This design comes from an exercise in tuning for small area, a short achievable clock period and few clock cycles on the open sky130 flow, not from production work. Where RTL was checked, it was by simulation tests only, not by an equivalence proof against the original.

==> inputs of build 53 <==
==> flow/design.v <==
module huffman(clk, reset, gray_data, gray_valid, CNT_valid, CNT1, CNT2, CNT3, CNT4, CNT5, CNT6,
    code_valid, HC1, HC2, HC3, HC4, HC5, HC6, M1, M2, M3, M4, M5, M6);
input clk;
input reset;
input gray_valid;
input [2:0] gray_data;
output reg CNT_valid;
output [7:0] CNT1, CNT2, CNT3, CNT4, CNT5, CNT6;
output reg code_valid;
output [7:0] HC1, HC2, HC3, HC4, HC5, HC6;
output [7:0] M1, M2, M3, M4, M5, M6;
reg        rq;                   
reg        mg;                   
reg        ph;                   
reg [6:1]  sa, sb;               
reg [6:0]  w   [1:6];            
reg [5:1]  mem [2:6];            
reg [4:0]  hc  [1:6];            
reg [4:1]  m   [1:6];            
integer i, j;
reg  [6:1] v;                    
always @(*) begin
	v[6] = 1'b1;
	for (i = 1; i <= 5; i = i + 1) begin
		v[i] = 1'b1;
		for (j = i + 1; j <= 6; j = j + 1)
			v[i] = v[i] & !mem[j][i];
	end
end
function inset;
	input integer i, s;
	begin
		inset = (s < i) ? mem[i][s] : 1'b0;
	end
endfunction
function lt7;
	input [6:0] a, b;
	integer n;
	reg br;
	begin
		br = 1'b0;
		for (n = 0; n < 6; n = n + 1)
			br = (~a[n] & b[n]) | (~a[n] & br) | (b[n] & br);
		lt7 = ~a[6] & (b[6] | br);
	end
endfunction
reg [6:1] sm [1:6];
always @(*) begin
	for (i = 1; i <= 6; i = i + 1)
		sm[i][i] = 1'b0;
	for (i = 1; i <= 6; i = i + 1)
		for (j = i + 1; j <= 6; j = j + 1) begin
			sm[j][i] = v[i] && (!v[j] || lt7(w[i], w[j]));
			sm[i][j] = !sm[j][i];
		end
end
reg [6:1] r0, r1, dec;
always @(*) begin
	for (i = 1; i <= 6; i = i + 1) begin
		r0[i] = (sm[i] == 6'd0);
		r1[i] = (sm[i] != 6'd0) && ((sm[i] & (sm[i] - 6'd1)) == 6'd0);
		dec[i] = gray_valid && (gray_data == i);
	end
end
reg [6:0] wa, wb;
reg [6:1] sab, lo, in_a, in_ab, m0;
always @(*) begin
	wa = 7'd0;
	wb = 7'd0;
	sab = sa | sb;
	for (i = 1; i <= 6; i = i + 1) begin
		if (sa[i]) wa = wa | w[i];
		if (sb[i]) wb = wb | w[i];
		lo[i] = 1'b0;
		for (j = i + 1; j <= 6; j = j + 1)
			lo[i] = lo[i] | (sab[i] & sab[j]);
	end
	for (j = 1; j <= 6; j = j + 1) begin
		in_a[j]  = sa[j];
		in_ab[j] = sab[j];
		for (i = j + 1; i <= 6; i = i + 1) begin
			in_a[j]  = in_a[j]  | (sa[i]  & inset(i, j));
			in_ab[j] = in_ab[j] | (sab[i] & inset(i, j));
		end
	end
	for (i = 1; i <= 6; i = i + 1) begin
		m0[i] = !v[i];
		for (j = 1; j < i; j = j + 1)
			m0[i] = m0[i] | inset(i, j);
	end
end
wire [6:0] wsum = wa + wb + {6'd0, !mg};
wire wen = !mg || ph;
wire done = (v[5:1] == 5'd0);
assign CNT1 = {1'b0, w[1]};
assign CNT2 = {1'b0, w[2]};
assign CNT3 = {1'b0, w[3]};
assign CNT4 = {1'b0, w[4]};
assign CNT5 = {1'b0, w[5]};
assign CNT6 = {1'b0, w[6]};
assign HC1 = {3'd0, hc[1]};
assign HC2 = {3'd0, hc[2]};
assign HC3 = {3'd0, hc[3]};
assign HC4 = {3'd0, hc[4]};
assign HC5 = {3'd0, hc[5]};
assign HC6 = {3'd0, hc[6]};
assign M1 = {3'd0, m[1], 1'b1};
assign M2 = {3'd0, m[2], 1'b1};
assign M3 = {3'd0, m[3], 1'b1};
assign M4 = {3'd0, m[4], 1'b1};
assign M5 = {3'd0, m[5], 1'b1};
assign M6 = {3'd0, m[6], 1'b1};
always @(posedge clk) begin
	rq <= reset;
	if (reset) begin
		mg <= 1'b0;
		ph <= 1'b0;
	end else begin
		mg <= mg || (!rq && !gray_valid && sa != 6'd0);
		ph <= mg && !ph && !done;
	end
	CNT_valid <= !reset && !rq && !mg && !gray_valid && sa != 6'd0;
	code_valid <= !reset && mg && (done || (ph && v[5:1] == lo[5:1]));
	sa <= mg ? r0 : dec;
	sb <= mg ? r1 : 6'd0;
end
always @(posedge clk) begin
	for (i = 1; i <= 6; i = i + 1) begin
		if (rq)
			w[i] <= 7'd0;
		else if (wen && sab[i])
			w[i] <= wsum;
		for (j = 1; j < i; j = j + 1)
			if (rq)
				mem[i][j] <= 1'b0;
			else if (ph && sab[i] && in_ab[j])
				mem[i][j] <= 1'b1;
		if (rq) begin
			m[i]  <= 4'd0;
			hc[i] <= 5'd0;
		end else if (ph && in_ab[i]) begin
			m[i]  <= m[i] | {m[i][3:1], m0[i]};
			hc[i] <= hc[i] | ({5{in_a[i]}} & {m[i][3:1], m0[i], 1'b1} & ~{m[i], m0[i]});
		end
	end
end
endmodule
==> flow/flow/run.sh <==
#!/bin/bash
# The standard layout, with each port buffered by a plain buffer (buf_2) instead of the
# delay-cell buffer buffer_ports picks by default, a clock tree of fewer, larger clusters
# without dummy loads, one tie cell per constant instead of one per port, and timing repair aimed at a 2.8 ns period.
# Full make output goes to flow.log here; each ORFS step's log is under orfs/logs/.
set -euo pipefail
export BUFFER_PORTS_ARGS="-buffer_cell sky130_fd_sc_hd__buf_2"
export CTS_ARGS="-sink_clustering_enable -repair_clock_nets -sink_clustering_size 30 -sink_clustering_max_diameter 100 -root_buf sky130_fd_sc_hd__clkbuf_16 -buf_list {sky130_fd_sc_hd__clkbuf_4 sky130_fd_sc_hd__clkbuf_8} -dont_use_dummy_load"
bash standard.sh SETUP_SLACK_MARGIN=6.2 SKIP_REPAIR_TIE_FANOUT=1 finish > flow.log 2>&1
==> flow/standard.sh <==
#!/bin/bash
# synth_recipe.tcl (not shown) runs the flow's synth.tcl, then flattens the netlist and writes it again
# the make line also repeats each setting of config.mk as NAME=value (left out here)
make -C /OpenROAD-flow-scripts/flow DESIGN_CONFIG=/design/flow/config.mk WORK_HOME=/design/flow/orfs CLKGATE_MAP_FILE= SYNTH_SCRIPT=/design/flow/synth_recipe.tcl "${@:-finish}"
==> flow/config.mk <==
export PLATFORM = sky130hd
export DESIGN_NAME = huffman
export DESIGN_NICKNAME = huffman
export VERILOG_FILES = /design/flow/design.v
export SDC_FILE = /design/flow/constraint.sdc
export NUM_CORES = 4
export LEC_CHECK = 0
export ABC_CLOCK_PERIOD_IN_PS = 2800
export CAP_MARGIN = 20
export CORE_MARGIN = 2
export CORE_UTILIZATION = 65
export PLACE_DENSITY = 0.8
export SLEW_MARGIN = 20
==> flow/constraint.sdc <==
create_clock -name core_clock -period 9.0 [get_ports {clk}]
set_input_delay 1.8000 -clock core_clock [delete_from_list [all_inputs] [get_ports {clk}]]
set_output_delay 1.8000 -clock core_clock [all_outputs]
set_load 0.01 [all_outputs]
==> inputs of build 55, as changes to build 53 <==
--- a/flow/design.v
+++ b/flow/design.v
@@ -41,5 +41,5 @@
 		br = 1'b0;
-		for (n = 0; n < 6; n = n + 1)
+		for (n = 0; n < 7; n = n + 1)
 			br = (~a[n] & b[n]) | (~a[n] & br) | (b[n] & br);
-		lt7 = ~a[6] & (b[6] | br);
+		lt7 = br;
 	end
==> flow/flow/run.sh (replaced) <==
#!/bin/bash
# The standard layout, with each port buffered by a plain buffer (buf_2) instead of the
# delay-cell buffer buffer_ports picks by default, a clock tree of fewer, larger clusters
# without dummy loads, one tie cell per constant instead of one per port, and timing repair aimed at a 3.0 ns period.
# Full make output goes to flow.log here; each ORFS step's log is under orfs/logs/.
set -euo pipefail
export BUFFER_PORTS_ARGS="-buffer_cell sky130_fd_sc_hd__buf_2"
export CTS_ARGS="-sink_clustering_enable -repair_clock_nets -sink_clustering_size 30 -sink_clustering_max_diameter 100 -root_buf sky130_fd_sc_hd__clkbuf_16 -buf_list {sky130_fd_sc_hd__clkbuf_4 sky130_fd_sc_hd__clkbuf_8} -dont_use_dummy_load"
bash standard.sh SETUP_SLACK_MARGIN=6.0 SKIP_REPAIR_TIE_FANOUT=1 finish > flow.log 2>&1
PLACE_DENSITY = not set   (was 0.8)
==> run_results.csv <==
group,metric,value,unit
status,status,"finished clean",
finish,areaGrowthSynthToFinish,6.03,%
critical_path,crit_chain,"a22oi_1, nand2_1, a221oi_1, fa_1, fa_1, nor2b_1, o21ai_0, nand2b_1, a21o_1, a21oi_1, xnor2_2, a211oi_1",
grt,grt_pass1_vias,7200,
grt,grt_usage,38.1,%
finish,seq_share,32.2,%
drt,avgViaCountPerCell,6.76,
finish,clk_share,3.05,%
clocking,post_cts_buffers,0,
The numbers above come from build 55.

==> run_results.csv <==
group,metric,value,unit
drt,avgViaCountPerCell,6.66,
finish,clk_share,3.01,%
sta,slew_headroom,22.3,%
status,status,"finished clean",
finish,seq_share,33.5,%
grt,grt_pass1_vias,6606,
finish,multi_input_area_share,51.1,%
clocking,post_cts_buffers,1,
critical_path,crit_chain,"buf_2",
finish,areaGrowthSynthToFinish,8.58,%
The numbers above come from build 53.

Testbench counts of build 55, summed over its fixed seeds: cycles 27,112.
Function not checked in build 53: the RTL went through the layout flow alone.

[separate check: timing with driven ports]
The flow's constraints put no driver on any port. The routed layouts listed below were extracted and timed again, unchanged, in two steps. Step 1, drivers: a clkbuf_16 drives clk and a buf_2 each remaining input, both assumed. Step 2 also shifts input and output timing later by t, the mid clock arrival at the registers, as if the neighbouring blocks saw the same clock. Three values: no drivers, after step 1, after step 2; two values: the first two.
run	t (ns)	setup slack, ns	hold slack, ns	worst setup path at the end	pins driven straight from the clock port
build 53	0.402	6.204 / 6.160 / 6.279	0.468 / 0.468 / 0.468	input to register	1
build 55	0.408	5.985 / 5.945 / 5.985	0.466 / 0.466 / 0.466	register to register	1
After both steps every run listed still meets setup and hold.
